This design comes from an exercise in tuning for small area and a short achievable clock period on the open sky130 flow, not from production work. Function was checked by simulation only, so behaviour that the tests miss may differ from the original.

### flow/config.mk
export PLATFORM = sky130hd
export DESIGN_NAME = sub_module16
export DESIGN_NICKNAME = sub_module16
export VERILOG_FILES = /design/flow/design.v
export SDC_FILE = /design/flow/constraint.sdc
export NUM_CORES = 4
export LEC_CHECK = 0
export CAP_MARGIN = 20
export CORE_AREA = 10 10 290 390
export DIE_AREA = 0 0 300 400
export PLACE_DENSITY = 0.55
export SLEW_MARGIN = 20
### flow/constraint.sdc
create_clock -name core_clock -period 13.0 [get_ports {clk}]
set_input_delay 2.6000 -clock core_clock [delete_from_list [all_inputs] [get_ports {clk}]]
set_output_delay 2.6000 -clock core_clock [all_outputs]
set_load 0.01 [all_outputs]
### flow/design.v
module first_A(
  input clk, rst,
  input [7:0] data,
  output reg signed [10:0] A
);
  always @(posedge clk) begin
    if (rst)
      A <= {data, 3'b000};
  end
endmodule
module regfile_32x3_dual (
  input wire clk,
  input wire rst,
  input wire en,
  input signed  [4:0] addr,
  output reg [2:0] dout1,
  output reg [2:0] dout2
);
  reg [2:0] mem1 [0:31];
  reg [2:0] mem2 [0:31];
  always @(posedge clk) begin
    if (rst) begin
      mem1[0] <= 3'b000; mem1[1] <= 3'b010; mem1[2] <= 3'b001; mem1[3] <= 3'b010;
      mem1[4] <= 3'b000; mem1[5] <= 3'b001; mem1[6] <= 3'b001; mem1[7] <= 3'b000;
      mem1[8] <= 3'b000; mem1[9] <= 3'b010; mem1[10] <= 3'b001; mem1[11] <= 3'b010;
      mem1[12] <= 3'b000; mem1[13] <= 3'b001; mem1[14] <= 3'b001; mem1[15] <= 3'b000;
      mem1[16] <= 3'b101; mem1[17] <= 3'b100; mem1[18] <= 3'b101; mem1[19] <= 3'b101;
      mem1[20] <= 3'b100; mem1[21] <= 3'b110; mem1[22] <= 3'b101; mem1[23] <= 3'b110;
      mem1[24] <= 3'b101; mem1[25] <= 3'b100; mem1[26] <= 3'b101; mem1[27] <= 3'b101;
      mem1[28] <= 3'b100; mem1[29] <= 3'b110; mem1[30] <= 3'b101; mem1[31] <= 3'b110;
      mem2[0] <= 3'b100; mem2[1] <= 3'b111; mem2[2] <= 3'b110; mem2[3] <= 3'b011;
      mem2[4] <= 3'b101; mem2[5] <= 3'b011; mem2[6] <= 3'b010; mem2[7] <= 3'b111;
      mem2[8] <= 3'b100; mem2[9] <= 3'b111; mem2[10] <= 3'b110; mem2[11] <= 3'b011;
      mem2[12] <= 3'b101; mem2[13] <= 3'b011; mem2[14] <= 3'b010; mem2[15] <= 3'b111;
      mem2[16] <= 3'b101; mem2[17] <= 3'b011; mem2[18] <= 3'b110; mem2[19] <= 3'b111;
      mem2[20] <= 3'b001; mem2[21] <= 3'b111; mem2[22] <= 3'b010; mem2[23] <= 3'b011;
      mem2[24] <= 3'b101; mem2[25] <= 3'b011; mem2[26] <= 3'b110; mem2[27] <= 3'b111;
      mem2[28] <= 3'b001; mem2[29] <= 3'b111; mem2[30] <= 3'b010; mem2[31] <= 3'b011;
    end
  end
  always @(*) begin
    if (en) begin
    dout1 = mem1[addr[4:0]];  
    dout2 = mem2[addr[4:0]];
    end else begin
      dout1 = 3'b000;
      dout2 = 3'b000;
    end
  end
endmodule
module mux8_1 (
  input [10:0] A,
  input [2:0] dout1,
  output reg [10:0] out
);
  always @(*) begin
    case (dout1)
      3'd0: out = A;
      3'd1: out = A >> 1;
      3'd2: out = A >> 2;
      3'd3: out = A >> 3;
      3'd4: out = ~A + 1;
      3'd5: out = (~A + 1) >> 1;
      3'd6: out = (~A + 1) >> 2;
      3'd7: out = (~A + 1) >> 3;
      default: out = 11'b0;
    endcase
  end
endmodule
module mux4_1 (
  input [10:0] A,
  input [1:0] sel,  
  output reg [11:0] mux_out
);
  always @(*) begin
    case (sel)
      2'b00: mux_out = 12'b0;
      2'b01: mux_out = {1'b0, A};  
      2'b10: mux_out = {1'b0, (~A + 11'b00000000001)};  
      2'b11: mux_out = 12'b0;
      default: mux_out = 12'b0;
    endcase
  end
endmodule
module top_module(
  input clk, rst, en,
  input signed [7:0] data,
  input signed [4:0] addr,
  output signed [10:0] out1,
  output signed [10:0] out2,
  output signed [11:0] sum_out,
  output signed [12:0] final_sum
);
  wire signed [10:0] A_wire;
  wire [2:0] dout1, dout2;
  wire signed [11:0] temp_output3;
  first_A u1 (
    .clk(clk),
    .rst(rst),
    .data(data),
    .A(A_wire)
  );
  regfile_32x3_dual u2 (
    .clk(clk),
    .rst(rst),
    .en(en),
    .addr(addr),
    .dout1(dout1),
    .dout2(dout2)
  );
  mux8_1 u3 (
    .A(A_wire),
    .dout1(dout1),
    .out(out1)
  );
  mux8_1 u4 (
    .A(A_wire),
    .dout1(dout2), 
    .out(out2)
  );
  mux4_1 u5 (
    .A(A_wire),
    .sel(addr[4:3]),
    .mux_out(temp_output3)
  );
  assign sum_out = out1 + out2;
  assign final_sum = sum_out + temp_output3;
endmodule
module sub_module(
  input clk, rst, en,
  input signed [7:0] data1,data2,
  input signed [4:0] addr1,addr2,
  output signed [10:0] out1,out1_2,
  output signed [10:0] out2,out2_2,
  output signed [11:0] sum_out1,sum_out2,
  output signed [12:0] final_sum1,final_sum2,
  output signed [13:0] partial_sum14
);
  top_module t1 (
    .clk(clk),
    .rst(rst),
    .en(en),
    .data(data1),
    .addr(addr1),
    .out1(out1),
    .out2(out2),
    .sum_out(sum_out1),
    .final_sum(final_sum1)
  );
   top_module t2 (
    .clk(clk),
    .rst(rst),
    .en(en),
     .data(data2),
     .addr(addr2),
     .out1(out1_2),
     .out2(out2_2),
     .sum_out(sum_out2),
     .final_sum(final_sum2)
  );
  assign partial_sum14 = final_sum1 + final_sum2;
endmodule
module sub_module15(
  input clk,rst,en,
  input signed [7:0] data1,data2,data3,data4,
  input signed [4:0] addr1,addr2,addr3,addr4,
  output signed [10:0] out1,out1_2,out1_3,out1_4,
  output signed [10:0] out2,out2_2,out2_3,out2_4,
  output signed [11:0] sum_out1,sum_out2,sum_out3,sum_out4,
  output signed [12:0] final_sum1,final_sum2,final_sum3,final_sum4,
  output signed [13:0] partial_sum14,partial_sum14_1,
  output signed [14:0] partial_sum15
);
  sub_module s1 (
    .clk(clk),
    .rst(rst),
    .en(en),
    .data1(data1),
    .data2(data2),
    .addr1(addr1),
    .addr2(addr2),
    .out1(out1),
    .out1_2(out1_2),
    .out2(out2),
    .out2_2(out2_2),
    .sum_out1(sum_out1),
    .sum_out2(sum_out2),
    .final_sum1(final_sum1),
    .final_sum2(final_sum2),
    .partial_sum14(partial_sum14)
  );
    sub_module s2 (
    .clk(clk),
    .rst(rst),
    .en(en),
    .data1(data3),
    .data2(data4),
    .addr1(addr3),
    .addr2(addr4),
    .out1(out1_3),
    .out1_2(out1_4),
      .out2(out2_3),
      .out2_2(out2_4),
      .sum_out1(sum_out3),
      .sum_out2(sum_out4),
      .final_sum1(final_sum3),
      .final_sum2(final_sum4),
      .partial_sum14(partial_sum14_1)
  );
  assign partial_sum15 = partial_sum14 + partial_sum14_1;
endmodule
module sub_module16(
  input clk,rst,en,
  input signed [7:0] data1,data2,data3,data4,data5,data6,data7,data8,
  input signed [4:0] addr1,addr2,addr3,addr4,addr5,addr6,addr7,addr8,
  output signed [10:0] out1,out1_2,out1_3,out1_4,out1_5,out1_6,out1_7,out1_8,
  output signed [10:0] out2,out2_2,out2_3,out2_4,out2_5,out2_6,out2_7,out2_8,
  output signed [11:0] sum_out1,sum_out2,sum_out3,sum_out4,sum_out5,sum_out6,sum_out7,sum_out8,
  output signed [12:0] final_sum1,final_sum2,final_sum3,final_sum4,final_sum5,final_sum6,final_sum7,final_sum8,
  output signed [13:0] partial_sum14,partial_sum14_1,partial_sum14_2,partial_sum14_3,
  output signed [14:0] partial_sum15,partial_sum15_1,
  output signed [15:0] partial_sum16
);
   sub_module15 sm1 (
    .clk(clk),
    .rst(rst),
    .en(en),
    .data1(data1),
    .data2(data2),
    .data3(data3),
    .data4(data4),
    .addr1(addr1),
    .addr2(addr2),
    .addr3(addr3),
    .addr4(addr4),
    .out1(out1),
    .out1_2(out1_2),
    .out1_3(out1_3),
    .out1_4(out1_4),
    .out2(out2),
    .out2_2(out2_2),
    .out2_3(out2_3),
    .out2_4(out2_4),
    .sum_out1(sum_out1),
    .sum_out2(sum_out2),
    .sum_out3(sum_out3),
    .sum_out4(sum_out4), 
    .final_sum1(final_sum1),
    .final_sum2(final_sum2),
    .final_sum3(final_sum3),
    .final_sum4(final_sum4),
    .partial_sum14(partial_sum14),
    .partial_sum14_1(partial_sum14_1),
    .partial_sum15(partial_sum15)
   );
  sub_module15 sm2 (
    .clk(clk),
    .rst(rst),
    .en(en),
    .data1(data5),
    .data2(data6),
    .data3(data7),
    .data4(data8),
    .addr1(addr5),
    .addr2(addr6),
    .addr3(addr7),
    .addr4(addr8),
    .out1(out1_5),
    .out1_2(out1_6),
    .out1_3(out1_7),
    .out1_4(out1_8),
    .out2(out2_5),
    .out2_2(out2_6),
    .out2_3(out2_7),
    .out2_4(out2_8),
    .sum_out1(sum_out5),
    .sum_out2(sum_out6),
    .sum_out3(sum_out7),
    .sum_out4(sum_out8), 
    .final_sum1(final_sum5),
    .final_sum2(final_sum6),
    .final_sum3(final_sum7),
    .final_sum4(final_sum8),
    .partial_sum14(partial_sum14_2),
    .partial_sum14_1(partial_sum14_3),
    .partial_sum15(partial_sum15_1)
   );
  assign partial_sum16 = partial_sum15 + partial_sum15_1;
endmodule
### flow/run.sh
#!/bin/bash
# synth_recipe.tcl (not shown) runs the flow's synth.tcl, then flattens the netlist and writes it again
# the make line also repeats each setting of config.mk as NAME=value (left out here)
make -C /OpenROAD-flow-scripts/flow DESIGN_CONFIG=/design/flow/config.mk WORK_HOME=/design/flow/orfs CLKGATE_MAP_FILE= SYNTH_SCRIPT=/design/flow/synth_recipe.tcl finish
==> flow_metrics.tcl, run 1 <==
set metrics [dict create \
    status "timing/DRC/antenna clean" \
    hold_path.class "input pin to flop" \
    grt_usage_pct 19.7 \
    setup_viol_count_final 0 \
    muxShareOfSynthArea_pct 1.08 \
    max_stage_delay_ps 540 \
    core_area_sq_um 106000 \
    io_pins 585 \
    firstDrtPassIters 6 \
    dieArea_sq_um 120000 \
    grt_pass1_vias 27645 \
    multi_input_area_sq_um 19000 \
    finalSetupTns_ps 0 \
    yosys.area_share.simple_pct 20.8 \
    gp_congestion 0.952 \
    cts_buffers 9 \
    met1_usage_pct 22.0 \
    synthCells 3052 \
    global_route.usage.met2_pct 34.1 \
    portBuffers 576 \
    wirelength_microns 124000 \
    fin_crit_sh_pct 96.8 \
    rows 139 \
    htreeDepth 3 \
    drc_errors 0 \
    ctsHoldBuffers 0 \
    detail-route-antenna-nets 0 \
    grt_pass1_wl_microns 178000 \
    synth.avg_cell_area_sq_um 7.08 \
    slew_headroom_pct 32.4 \
    clkTransAtPathRegs_ps 70 \
    synth.distinct_cells 90 \
    grt_remaining_overflow 0 \
    layout-drive-gt1-share_pct 22.1 \
    synthAdderAreaFrac_pct 17.0 \
    nets 4567 \
    ys_async_sr_fraction_pct 0 \
    worst_ep_arrival_time_ps 9990 \
    initial_core_util_pct 20.4 \
    yosys.area.top_type "ha_1" \
    synth_area_leaders "ha_1, xnor2_1, edfxtp_1, nor2_1, a21oi_1" \
    design_area_sq_um 34900 \
    grt_max_degree 45 \
    grtUsageMet3_pct 4.72 \
    routed-via-count 27539 \
    die-height_microns 400 \
    crit_type "input pin to output port" \
    endpoint_kind "output port" \
    yosys.area_share.xor_xnor_pct 14.5 \
    dieWidth_microns 300 \
    finalHoldViolCount 0 \
    yosys.area.top_type_share_pct 14.8 \
    root_buffer "clkbuf_16" \
    drt-wirelength-per-cell_microns 22.2 \
    post-route-util_pct 33.0 \
    crit_top_cell "ha_1" \
    area.sequential_sq_um 1920 \
    hold_depth 1 \
    worstMarginPinSlew_ps 1010 \
    placed_area_sq_um 33700 \
    area_growth_pct 61.4 \
    synth_ff_type "edfxtp_1" \
    cts_max_path_buffers 2 \
    synth_edf_count 64 \
    worstHoldStart "rst" \
    grt_antenna_before_repair 4 \
    synth_compound_area_share_pct 30.6 \
    cts_tree "done" \
    nFillCells 11400 \
    drt_iter0_markers 1947 \
    yosysSeqAreaShare_pct 8.89 \
    yosysWarnings 6 \
    grt_busiest_layer "met2" \
    min_to "sm1.s1.t1.u1.A[3]$_DFFE_PP_" \
    maxCapViolCount 0 \
    fmax_mhz 79.4 \
    clock-sinks 64 \
    syn_area_sq_um 21600 \
    period_needed_ps 12590 \
    hpwl_microns 107000 \
    slowest_stage "clkdlybuf4s50_1" \
    drv_slew 0 \
    startpoint_type "input pin" \
    viasPerCell 4.92 \
    worstPathRequired_ps 10400 \
    synth_top_family_by_area "compound AO/OA/AOI/OAI gates" \
    synth-seq-cells 64 \
    whs_ps 2670 \
    worst-path-max-fanout 6 \
]
[timing repair]
action | 4_1_cts | 5_1_grt
setup endpoints to repair | 6 | 8
pin swaps | 10 | 23
setup buffers | 5 | 12
resized for setup | 63 | 122
hold endpoints to repair | 0 | 0
[cells in the mapped netlist, types with 8 or more instances]
master / count
o21bai_1: 47
o221ai_1: 26
nand2_1: 216
a31oi_1: 18
buf_4: 32
a221o_1: 9
and3_1: 13
a22oi_1: 23
o21a_1: 31
o22a_1: 27
xnor2_1: 278
nor3_1: 85
a21o_1: 51
o211ai_1: 15
a22o_1: 44
buf_1: 16
ha_1: 256
o22ai_1: 48
clkbuf_1: 153
a32oi_1: 18
nand3_1: 50
o21ai_0: 193
o32a_1: 16
a21oi_1: 276
o31ai_1: 14
nor3b_1: 21
a21boi_0: 17
xor2_1: 77
nand2b_1: 26
and2_1: 15
nor2b_1: 64
a221oi_1: 22
nor2_1: 378
fa_1: 23
inv_1: 160
edfxtp_1: 64
or3_1: 34
or2_2: 8
and3b_1: 8
mux2i_1: 20
a211oi_1: 23
[layout by cell type, fill, tap and decap left out, types with 19 or more instances in the layout]
| master | Yosys | layout |
|---|---|---|
| buf_4 | 32 | 732 |
| clkdlybuf4s50_1 | 0 | 559 |
| nor2_1 | 378 | 367 |
| ha_1 | 256 | 252 |
| a21oi_1 | 276 | 247 |
| xnor2_1 | 278 | 242 |
| nand2_1 | 216 | 215 |
| o21ai_0 | 193 | 169 |
| inv_1 | 160 | 160 |
| nor3_1 | 85 | 84 |
| xor2_1 | 77 | 65 |
| edfxtp_1 | 64 | 64 |
| nor2b_1 | 64 | 62 |
| a21o_1 | 51 | 51 |
| nand3_1 | 50 | 50 |
| o22ai_1 | 48 | 46 |
| o21bai_1 | 47 | 46 |
| a22o_1 | 44 | 44 |
| xnor2_2 | 2 | 38 |
| or3_1 | 34 | 34 |
| o21a_1 | 31 | 31 |
| a21oi_2 | 0 | 28 |
| o22a_1 | 27 | 27 |
| nand2b_1 | 26 | 26 |
| o21ai_1 | 5 | 24 |
| a22oi_1 | 23 | 23 |
| fa_1 | 23 | 23 |
| a221oi_1 | 22 | 22 |
| a211oi_1 | 23 | 22 |
| mux2i_1 | 20 | 20 |
| o221ai_1 | 26 | 20 |
| nor3b_1 | 21 | 19 |
[area by class of cell]
class	count	share of cell area, %
antenna	2	0.0144
clock buffer	9	0.646
clock inverter	7	0.0825
inverter	163	1.75
multi-input combinational	2632	54.4
sequential	64	5.51
tap	1410	5.06
timing repair buffer	1311	32.5
[logic make-up after synthesis]
| kind of cell | Yosys count |
|---|---|
| AOI/OAI and AO/OA | 993 |
| and+or+nand+nor | 962 |
| buffers and inverters | 371 |
| xor gates and xnor gates | 357 |
| adders and majority gates | 281 |
| DFF | 64 |
| muxes | 23 |
| other | 1 |
[worst max path at each step]
stage,to,depth (start not counted),start
final,partial_sum16[15],37,addr4[4]
after global routing,partial_sum16[15],38,addr6[4]
after CTS,partial_sum16[13],33,addr5[4]
after global placement,partial_sum16[15],35,addr7[1]
after detailed placement,partial_sum16[15],35,addr7[1]
after floorplan,partial_sum16[15],35,en
[metal layers]
layer | up-vias | routed length (microns)
met3 | 250 | 8110
met2 | 1012 | 59400
met5 | - | 27
li1 | 13302 | -
met4 | 4 | 7310
met1 | 12971 | 49200
[state kept, by name (all words and copies together) (netlist names)]
register,count
sm1.s1.t2.u1.A,8
sm1.s2.t2.u1.A,8
sm1.s1.t1.u1.A,8
sm1.s2.t1.u1.A,8
sm2.s1.t1.u1.A,8
sm2.s1.t2.u1.A,8
sm2.s2.t2.u1.A,8
sm2.s2.t1.u1.A,8
[worst max-delay path: cells and delay by family]
| family | cells | cell delay (ps) |
|---|---|---|
| AO/OA/AOI/OAI | 14 | 2640 |
| XOR/XNOR | 7 | 1350 |
| AND/OR/NAND/NOR | 7 | 830 |
| buffers and inverters | 4 | 1020 |
| adder cells (fa/ha/maj) | 5 | 1540 |
[through the flow]
step / setup WS, ps / instances
CTS: 1.41 / 5584
floorplan: 421 / 3067
finish: 413 / 5598
global route: -30.5 / 5596
detailed placement: -648 / 5563
global placement: -588 / 5563
==> inputs of run 2 (changes only) <==
--- a/flow/config.mk
+++ b/flow/config.mk
@@ -10,2 +10,3 @@
 export DIE_AREA = 0 0 300 400
+export GPL_TIMING_DRIVEN = 0
 export PLACE_DENSITY = 0.55
==> flow_metrics.tcl, run 2 <==
set metrics [dict create \
    cts_tree "done" \
    portBuffers 562 \
    rows 139 \
    yosysSeqAreaShare_pct 8.89 \
    routed-via-count 26575 \
    crit_type "input pin to output port" \
    grt_usage_pct 20.6 \
    max_stage_delay_ps 700 \
    yosysWarnings 6 \
    dp_cells 5043 \
    startpoint "addr1[4]" \
    grt_antenna_before_repair 15 \
    final_cells 5127 \
    grt_pass1_wl_microns 183000 \
    dieArea_sq_um 120000 \
    cts_buffers 9 \
    gp_congestion 0.959 \
    drt-wirelength-per-cell_microns 25.4 \
    worst-path-max-fanout 10 \
    synth.avg_cell_area_sq_um 7.08 \
    root_buffer "clkbuf_16" \
    htreeDepth 3 \
    initial_core_util_pct 20.4 \
    area_growth_pct 50.1 \
    synthTopCellsByCount "nor2_1, xnor2_1, a21oi_1" \
    drc_errors 0 \
    fin_ws_ps 179 \
    post-route-util_pct 30.7 \
    synthMostInstantiatedCell "nor2_1" \
    maxCapViolCount 0 \
    dieWidth_microns 300 \
    nets 4094 \
    whs_ps 2580 \
    detail-route-antenna-nets 0 \
    area.sequential_sq_um 1920 \
    period_needed_ps 12820 \
    hold_path.class "input pin to flop" \
    die-height_microns 400 \
    synth_area_leaders "ha_1, xnor2_1, edfxtp_1, nor2_1, a21oi_1" \
    worstMarginPinSlew_ps 1050 \
    layout_common_cells "clkdlybuf4s50_1, nor2_1, ha_1" \
    drv_slew 0 \
    cp-endpoint "partial_sum16[15]" \
    slowest_stage "o21ai_0" \
    synth_ff_type "edfxtp_1" \
    grt_max_degree 41 \
    core_area_sq_um 106000 \
    clock-sinks 64 \
    multi_input_area_sq_um 20300 \
    setup_viol_count_final 0 \
    synth_edf_count 64 \
    finalHoldViolCount 0 \
    slew_headroom_pct 30.2 \
    fmax_mhz 78.0 \
    ys_async_sr_fraction_pct 0 \
    synthCells 3052 \
    synth.distinct_cells 90 \
    status "timing/DRC/antenna clean" \
    cts_max_path_buffers 2 \
    synth-seq-cells 64 \
    fin_crit_sh_pct 98.6 \
    grt_remaining_overflow 0 \
    place_ws_ps -4560 \
    worst_ep_arrival_time_ps 10220 \
    grt_pass1_vias 26006 \
    layout-drive-gt1-share_pct 14.5 \
    layout_commonest_cell "clkdlybuf4s50_1" \
    rsz0062_at_grt "yes" \
    nFillCells 11571 \
    io_pins 585 \
    yosys.area.top_type_share_pct 14.8 \
    worstPathRequired_ps 10400 \
    firstDrtPassIters 7 \
    yosys.area.top_type "ha_1" \
    drt_iter0_markers 2074 \
    hpwl_microns 109000 \
    startpoint_type "input pin" \
    endpoint_kind "output port" \
    viasPerCell 5.18 \
    wirelength_microns 130000 \
    syn_area_sq_um 21600 \
    clkTransAtPathRegs_ps 70 \
    ctsHoldBuffers 0 \
]
run 2: cell counts after synthesis:
Identical to the previous run, type by type.
run 2: layout make-up:
type,instances,area share (%)
Timing Repair Buffer,643,19.4
Antenna cell,4,0.0309
Clock buffer,9,0.694
Multi-Input combinational cell,2632,62.5
Tap cell,1410,5.44
Buffer,195,3.97
Clock inverter,7,0.162
Inverter,163,1.90
Sequential cell,64,5.92
run 2: cell families after synthesis:
family                   Yosys count  share of synthesized area (%)
AO/OA/AOI/OAI                    993                           30.6
AND/OR/NAND/NOR                  962                           20.8
buffers and inverters            371                           7.04
XOR/XNOR                         357                           14.5
adder cells (fa/ha/maj)          281                           17.0
flip-flops                        64                           8.89
multiplexers                      23                           1.08
other                              1                         0.0173
run 2: what timing repair did:
action                                  CTS  global route
buffers inserted                         49            28
endpoints found under the setup margin   99            12
resized for setup                       340           250
pin swaps                                29            39
run 2: metal layers:
layer	global-route usage, %	up-vias	share of wire [%]
li1	-	12350	-
met4	12.3	8	6.5
met3	5.38	283	7.6
met1	23.2	12704	39
met5	0	-	0.037
met2	34.7	1230	47
run 2: critical path: cells and delay by family:
kind | cells | cell delay (ps)
AO/OA/AOI/OAI | 9 | 2340
XOR/XNOR | 3 | 530
adder cells (fa/ha/maj) | 5 | 1650
buffers and inverters | 6 | 1430
AND/OR/NAND/NOR | 7 | 1660
run 2: worst min path at each step:
stage,start,endpoint,cells after the start
after floorplan,data1[7],sm1.s1.t1.u1.A[10]$_DFFE_PP_,0
after global placement,data6[0],sm2.s1.t2.u1.A[3]$_DFFE_PP_,1
after detailed placement,rst,sm1.s1.t2.u1.A[4]$_DFFE_PP_,1
after CTS,rst,sm1.s1.t2.u1.A[4]$_DFFE_PP_,1
after global routing,rst,sm1.s1.t2.u1.A[4]$_DFFE_PP_,1
final,rst,sm1.s1.t2.u1.A[4]$_DFFE_PP_,1
run 2: stage by stage:
stage	instance area (sq um)	TNS (ps)
2_1_floorplan	21700	0
3_3_place_gp	29100	-495320
3_5_place_dp	29200	-132620
4_1_cts	31400	-80.6
5_1_grt	32400	-130
6_report	32400	0

==> static timing again, ports no longer ideal <==
Ports are ideal in the flow. The routed layouts listed here were re-timed in OpenROAD. Step 1 (the two cells are an assumption about what drives the block):
set clk [get_ports {clk}]
set_driving_cell -lib_cell sky130_fd_sc_hd__clkbuf_16 $clk
set_driving_cell -lib_cell sky130_fd_sc_hd__buf_2 [delete_from_list [all_inputs] $clk]
Step 2 also shifts input and output timing later by t, the mid clock arrival at the registers, as if the neighbouring blocks saw the same clock. a / b / c = ideal / step 1 / step 2; a / b = the first two.
run | t (ns) | slack for setup (ns) | pins driven straight from the clock port
run 1 | 0.485 | 0.413 / 0.385 / 0.385 | 1
run 2 | 0.475 | 0.179 / 0.066 / 0.066 | 1
After both steps every run listed still meets setup and hold. For run 2, which loses most, drivers alone change the setup slack by -0.113 ns; drivers and shift together by -0.113 ns.
